This is an optimization exercise on Yosys and OpenROAD, whose aim is small area, not a production implementation. In this exercise RTL edits were held to simulation tests only and were not proved equivalent to the original. Power figures rest on the tool's default switching activity, not on a simulated workload. The clock port is modelled as an ideal driver; clocking choices that lean on that would not hold on a real chip.

Design uart, start of the top module:
module uart
  (
   input wire         sys_clk,  
   input wire         sys_rstn,  
   output logic       cpu_int,  
   input wire         reg_awvalid,
   output logic       reg_awready,
   input wire [2:0]   reg_awaddr,
   input wire         reg_wvalid,
   output logic       reg_wready,
   input wire [7:0]   reg_wdata,
   input wire         reg_bready,
   output logic       reg_bvalid,
   output logic [1:0] reg_bresp,
   input wire         reg_arvalid,
   output logic       reg_arready,
   input wire [2:0]   reg_araddr,
   input wire         reg_rready,
   output logic       reg_rvalid,
   output logic [7:0] reg_rdata,
   output logic [1:0] reg_rresp,
   input              uart_ctsn,  
   input              uart_rx,  
   output             uart_rtsn,  
   output             uart_tx    
   );
clock: 10.0 ns
lec_check: 0
cap_margin: 20
core_margin: 2
core_utilization: 40
cts_buf_list: sky130_fd_sc_hd__clkbuf_16
cts_cluster_diameter: 60
cts_cluster_size: 35
slew_margin: 20
run.sh (not shown) runs the stock make flow with config.mk's settings and CLKGATE_MAP_FILE= SYNTH_SCRIPT=/design/flow/synth_recipe.tcl, a recipe that flattens the netlist after the stock synthesis.
The first run produced a clean layout.
Edit:
==> flow/flow/run.sh (new file) <==
#!/bin/bash
# Own layout flow: the standard flow, with two changes.
#  1. After the standard synthesis, the combinational logic is mapped again for
#     area by flow/resynth.tcl (the flip-flops are kept: same instances, names
#     and cells). The new netlist replaces 1_2_yosys.v and the flow goes on.
#  2. The clock tree is built from fewer, larger clusters, without dummy loads.
set -euo pipefail
WORK=$(pwd)
R=$WORK/orfs/results/$FLOW_PLATFORM/uart/base
YOSYS=$(command -v yosys || echo "$FLOW_HOME/../tools/install/yosys/bin/yosys")
LIB=$FLOW_HOME/platforms/$FLOW_PLATFORM/lib/sky130_fd_sc_hd__tt_025C_1v80.lib

export CTS_ARGS="-sink_clustering_enable -repair_clock_nets -dont_use_dummy_load -buf_list sky130_fd_sc_hd__clkbuf_16 -sink_clustering_size 28 -sink_clustering_max_diameter 70"

bash standard.sh synth > standard_synth.log 2>&1

cp "$R/1_2_yosys.v" "$WORK/1_2_yosys_standard.v"
RS_LIB=$LIB RS_IN=$WORK/1_2_yosys_standard.v RS_TOP=$FLOW_TOP \
  RS_STAT_BEFORE=$WORK/resynth_stat_before.txt RS_STAT_AFTER=$WORK/resynth_stat_after.txt \
  RS_SCRIPT=$WORK/flow/area.script RS_OUT=$WORK/1_2_yosys_resynth.v \
  "$YOSYS" -c "$WORK/flow/resynth.tcl" > resynth.log 2>&1
cp "$WORK/1_2_yosys_resynth.v" "$R/1_2_yosys.v"
touch "$R/1_2_yosys.v"

bash standard.sh finish > standard_finish.log 2>&1
==> flow/flow/area.script (new file) <==
strash
&get -n
&deepsyn -T 60
&put
dch -f
amap
==> flow/flow/resynth.tcl (new file) <==
# Re-map the combinational logic of the standard synthesis netlist for area.
# The flip-flops are kept as they are (same instances, names and cells).
yosys -import
set lib $::env(RS_LIB)
read_liberty -ignore_miss_func $lib
blackbox sky130_fd_sc_hd__*df* sky130_fd_sc_hd__*dl* sky130_fd_sc_hd__conb*
read_verilog $::env(RS_IN)
hierarchy -top $::env(RS_TOP)
tee -o $::env(RS_STAT_BEFORE) stat -liberty $lib
flatten
opt_clean
abc -script $::env(RS_SCRIPT) -liberty $lib -dont_use sky130_fd_sc_hd__lpflow_* -dont_use sky130_fd_sc_hd__probe*
opt_clean -purge
hilomap -singleton -hicell sky130_fd_sc_hd__conb_1 HI -locell sky130_fd_sc_hd__conb_1 LO
splitnets
opt_clean -purge
tee -o $::env(RS_STAT_AFTER) stat -liberty $lib
write_verilog -noattr -noexpr -nohex -nodec $::env(RS_OUT)
==> flow/standard.sh (new file) <==
#!/bin/bash
# synth_recipe.tcl (not shown) runs the flow's synth.tcl, then flattens the netlist and writes it again
# the make line also repeats each setting of config.mk as NAME=value (left out here)
make -C /OpenROAD-flow-scripts/flow DESIGN_CONFIG=/design/flow/config.mk WORK_HOME=/design/flow/orfs CLKGATE_MAP_FILE= SYNTH_SCRIPT=/design/flow/synth_recipe.tcl "${@:-finish}"
Settings changed: CTS_BUF_LIST sky130_fd_sc_hd__clkbuf_16 to not set, CTS_CLUSTER_DIAMETER 60 to not set, CTS_CLUSTER_SIZE 35 to not set.
removed: flow/run.sh
The changed run completed without violations.
Register-to-register slack is worse by 0.18 ns.
Sequential share of layout area came out higher by 6.9 points.
Design area shrinks by 11%.
Global-route usage is higher by 0.95 points.
Clock skew rose by 0.055 ns.
Power goes down by 26%.
Worst hold slack loses 0.026 ns.
Edit:
==> flow/run.sh (new file) <==
#!/bin/bash
# synth_recipe.tcl (not shown) runs the flow's synth.tcl, then flattens the netlist and writes it again
# the make line also repeats each setting of config.mk as NAME=value (left out here)
make -C /OpenROAD-flow-scripts/flow DESIGN_CONFIG=/design/flow/config.mk WORK_HOME=/design/flow/orfs CLKGATE_MAP_FILE= SYNTH_SCRIPT=/design/flow/synth_recipe.tcl finish
Settings changed: CTS_BUF_LIST set to sky130_fd_sc_hd__clkbuf_8, CTS_CLUSTER_DIAMETER set to 50, CTS_CLUSTER_SIZE set to 16.
removed: flow/flow/run.sh
removed: flow/flow/area.script
removed: flow/flow/resynth.tcl
removed: flow/standard.sh
Result: The changed run passed the timing, design-rule and antenna checks. Total power came out higher by 28%. Die area came out higher by 11%. Synthesized cell count came out higher by 11%. Combinational power came out higher to 3.6 times its value. Final cell count came out higher by 9.9%. Clock power came out higher by 30%. Routed wire length came out higher by 7.2%. Global-route usage came out lower by 0.78 points. Sequential cell count does not change. Non-clock buffer count came out lower by 12. Sequential power came out higher by about 3%.

========
Another version of the RTL of uart (not shown whole).
Size: about 1400 cells after synthesis, ~43 I/O pins, roughly 18000 sq um of cells after synthesis.
==> flow/config.mk <==
export PLATFORM = sky130hd
export DESIGN_NAME = uart
export DESIGN_NICKNAME = uart
export VERILOG_FILES = /design/flow/design.v
export SDC_FILE = /design/flow/constraint.sdc
export NUM_CORES = 4
export LEC_CHECK = 0
export CAP_MARGIN = 0
export CORE_MARGIN = 2
export CORE_UTILIZATION = 55
export SLEW_MARGIN = 0
==> flow/constraint.sdc <==
create_clock -name core_clock -period 10.0 [get_ports {sys_clk}]
set_input_delay 2.0000 -clock core_clock [delete_from_list [all_inputs] [get_ports {sys_clk}]]
set_output_delay 2.0000 -clock core_clock [all_outputs]
set_load 0.01 [all_outputs]
standard.sh (not shown) runs the stock make flow with config.mk's settings and CLKGATE_MAP_FILE= SYNTH_SCRIPT=/design/flow/synth_recipe.tcl, a recipe that flattens the netlist after the stock synthesis.
==> flow/flow/run.sh <==
#!/bin/bash
# Own layout flow: the standard flow, with these changes.
#  1. After the standard synthesis, the combinational logic is mapped again for
#     area by flow/resynth.tcl (the flip-flops are kept: same instances, names
#     and cells), with four ABC scripts that differ only in the random seed;
#     the smallest result replaces 1_2_yosys.v and the flow goes on.
#  2. The clock tree is built from fewer, larger clusters, without dummy loads.

set -euo pipefail
WORK=$(pwd)
R=$WORK/orfs/results/$FLOW_PLATFORM/uart/base
YOSYS=$(command -v yosys || echo "$FLOW_HOME/../tools/install/yosys/bin/yosys")
LIB=$FLOW_HOME/platforms/$FLOW_PLATFORM/lib/sky130_fd_sc_hd__tt_025C_1v80.lib

export CTS_ARGS="-sink_clustering_enable -repair_clock_nets -dont_use_dummy_load -buf_list sky130_fd_sc_hd__clkbuf_16 -sink_clustering_size 30 -sink_clustering_max_diameter 75"

bash standard.sh synth > standard_synth.log 2>&1

cp "$R/1_2_yosys.v" "$WORK/1_2_yosys_standard.v"
for S in 0 1 2 3; do
  RS_LIB=$LIB RS_IN=$WORK/1_2_yosys_standard.v RS_TOP=$FLOW_TOP \
    RS_STAT_BEFORE=$WORK/resynth_stat_before.txt RS_STAT_AFTER=$WORK/resynth_stat_after$S.txt \
    RS_SCRIPT=$WORK/flow/area$S.script RS_OUT=$WORK/1_2_yosys_resynth$S.v \
    "$YOSYS" -c "$WORK/flow/resynth.tcl" > resynth$S.log 2>&1 &
done
wait
BEST=""; BESTA=""
for S in 0 1 2 3; do
  A=$(awk '/Chip area for module/ {print $NF}' "$WORK/resynth_stat_after$S.txt" | tail -n 1)
  echo "seed script $S: area $A" >> resynth_choice.log
  if [[ -n "$A" && -s "$WORK/1_2_yosys_resynth$S.v" ]]; then
    if [[ -z "$BESTA" ]] || awk "BEGIN{exit !($A < $BESTA)}"; then BEST=$S; BESTA=$A; fi
  fi
done
echo "chosen: $BEST ($BESTA)" >> resynth_choice.log
cp "$WORK/1_2_yosys_resynth$BEST.v" "$R/1_2_yosys.v"
touch "$R/1_2_yosys.v"

bash standard.sh finish > standard_finish.log 2>&1
Other scripts of this flow, unchanged in this note and not shown: flow/flow/area0.script, flow/flow/area1.script, flow/flow/area2.script, flow/flow/area3.script, flow/flow/resynth.tcl
The baseline produced a clean layout.
Next try:
--- a/flow/flow/run.sh
+++ b/flow/flow/run.sh
@@ -6,5 +6,5 @@
 #     the smallest result replaces 1_2_yosys.v and the flow goes on.
 #  2. The clock tree is built from fewer, larger clusters, without dummy loads.
-
+#  3. The port buffers are the smallest buffer cell.
 set -euo pipefail
 WORK=$(pwd)
@@ -13,5 +13,6 @@
 LIB=$FLOW_HOME/platforms/$FLOW_PLATFORM/lib/sky130_fd_sc_hd__tt_025C_1v80.lib
 
-export CTS_ARGS="-sink_clustering_enable -repair_clock_nets -dont_use_dummy_load -buf_list sky130_fd_sc_hd__clkbuf_16 -sink_clustering_size 30 -sink_clustering_max_diameter 75"
+export CTS_ARGS="-sink_clustering_enable -repair_clock_nets -dont_use_dummy_load -buf_list sky130_fd_sc_hd__clkbuf_16 -sink_clustering_size 30 -sink_clustering_max_diameter 60"
+export BUFFER_PORTS_ARGS="-buffer_cell sky130_fd_sc_hd__buf_1"
 
 bash standard.sh synth > standard_synth.log 2>&1
CORE_UTILIZATION = 80   (was 55)
Result: The new run ran to the end with no violations. Worst setup slack improved by 78 ps. Cell area shrinks by a few percent. Routed wire length grows by about a fifth. Flip-flop and latch count stays the same. Cell count shrinks by a little under a tenth. Count of clock-buffer cells in the layout grows by 2.
Next try:
--- a/flow/flow/run.sh
+++ b/flow/flow/run.sh
@@ -13,5 +13,5 @@
 LIB=$FLOW_HOME/platforms/$FLOW_PLATFORM/lib/sky130_fd_sc_hd__tt_025C_1v80.lib
 
-export CTS_ARGS="-sink_clustering_enable -repair_clock_nets -dont_use_dummy_load -buf_list sky130_fd_sc_hd__clkbuf_16 -sink_clustering_size 30 -sink_clustering_max_diameter 60"
+export CTS_ARGS="-sink_clustering_enable -repair_clock_nets -dont_use_dummy_load -buf_list {sky130_fd_sc_hd__clkbuf_8 sky130_fd_sc_hd__clkbuf_16} -sink_clustering_size 32 -sink_clustering_max_diameter 80"
 export BUFFER_PORTS_ARGS="-buffer_cell sky130_fd_sc_hd__buf_1"
 
CORE_UTILIZATION = 55   (was 80)
The changed run finished clean. First-iteration DRC count drops by 51%. Synthesized area does not change. Wire length falls by 13%. Utilization falls by 29 points. Design area barely changes. Total power goes down by 5.8%. Via count goes down by 13%. Clock-buffer cell count goes down by 8. Non-clock buffer count rises by 2. Register-to-register slack improves by 680 ps. Sequential share of layout area is about the same.
Next try:
--- a/flow/flow/run.sh
+++ b/flow/flow/run.sh
@@ -13,5 +13,5 @@
 LIB=$FLOW_HOME/platforms/$FLOW_PLATFORM/lib/sky130_fd_sc_hd__tt_025C_1v80.lib
 
-export CTS_ARGS="-sink_clustering_enable -repair_clock_nets -dont_use_dummy_load -buf_list {sky130_fd_sc_hd__clkbuf_8 sky130_fd_sc_hd__clkbuf_16} -sink_clustering_size 32 -sink_clustering_max_diameter 80"
+export CTS_ARGS="-sink_clustering_enable -repair_clock_nets -dont_use_dummy_load -buf_list sky130_fd_sc_hd__clkbuf_16 -sink_clustering_size 32 -sink_clustering_max_diameter 80"
 export BUFFER_PORTS_ARGS="-buffer_cell sky130_fd_sc_hd__buf_1"
 
CORE_UTILIZATION = 62   (was 55)
Result:
- The new run finished clean
- sequential power stays flat
- wire length is lower by 1.4%
- sequential share of layout area increases by 0.40 points
Next try:
--- a/flow/flow/run.sh
+++ b/flow/flow/run.sh
@@ -13,5 +13,5 @@
 LIB=$FLOW_HOME/platforms/$FLOW_PLATFORM/lib/sky130_fd_sc_hd__tt_025C_1v80.lib
 
-export CTS_ARGS="-sink_clustering_enable -repair_clock_nets -dont_use_dummy_load -buf_list sky130_fd_sc_hd__clkbuf_16 -sink_clustering_size 32 -sink_clustering_max_diameter 80"
+export CTS_ARGS="-sink_clustering_enable -repair_clock_nets -dont_use_dummy_load -buf_list sky130_fd_sc_hd__clkbuf_16 -sink_clustering_size 28 -sink_clustering_max_diameter 60"
 export BUFFER_PORTS_ARGS="-buffer_cell sky130_fd_sc_hd__buf_1"
 
CORE_UTILIZATION = 70   (was 62)
=> The changed run completed, yet does not pass: max-capacitance violations, max-slew violations; area after synthesis stays the same; worst setup slack got worse by 350 ps; register-to-register slack degrades by 260 ps; clock power is higher by 27%; global-route usage is higher by 6.0 points; die area falls by 11%; wire length increases by 6.1%; design area rose by 0.79%; fmax is lower by 7.5%; total power rises by 7.3%; clock-buffer cell count goes up by 11.

-- static timing again, ports no longer ideal --
In the flow no input, the clock included, has a driving cell. The finished layouts below were timed again as built, in two steps.
Step 1 assumes that a clkbuf_16 drives the clock port and a buf_2 every other input.
Step 2 times the ports against the registers' clock, not the clock port: input delays grow and output delays shrink by t, the midpoint of the rising clock arrivals with the driver on.
a / b / c = ideal / step 1 / step 2; a / b = the first two.
run | t, ns | setup slack, ns | latest minus earliest clock arrival (ns) | cell pins on the clock port's net
the first run of note 1 | 0.621 | 5.716 / 5.658 / 5.431 | 0.041 / 0.041 | 1
the second run of note 1 | 0.619 | 5.507 / 5.522 / 4.903 | 0.110 / 0.111 | 1
the third run of note 1 | 0.714 | 5.606 / 5.553 / 5.435 | 0.058 / 0.059 | 1
the first run of note 2 | 0.609 | 4.850 / 4.877 / 4.267 | 0.086 / 0.087 | 1
the second run of note 2 | 0.623 | 4.928 / 4.928 / 4.928 | 0.055 / 0.055 | 1
the third run of note 2 | 0.592 | 5.168 / 5.199 / 4.608 | 0.071 / 0.071 | 1
the fourth run of note 2 | 0.589 | 5.658 / 5.658 / 5.386 | 0.050 / 0.049 | 1
the fifth run of note 2 | 0.617 | 5.309 / 5.331 / 4.714 | 0.059 / 0.059 | 1
The setup slack of the second run of note 1, which loses most, moves by +0.015 ns with the drivers and by -0.604 ns with both steps.
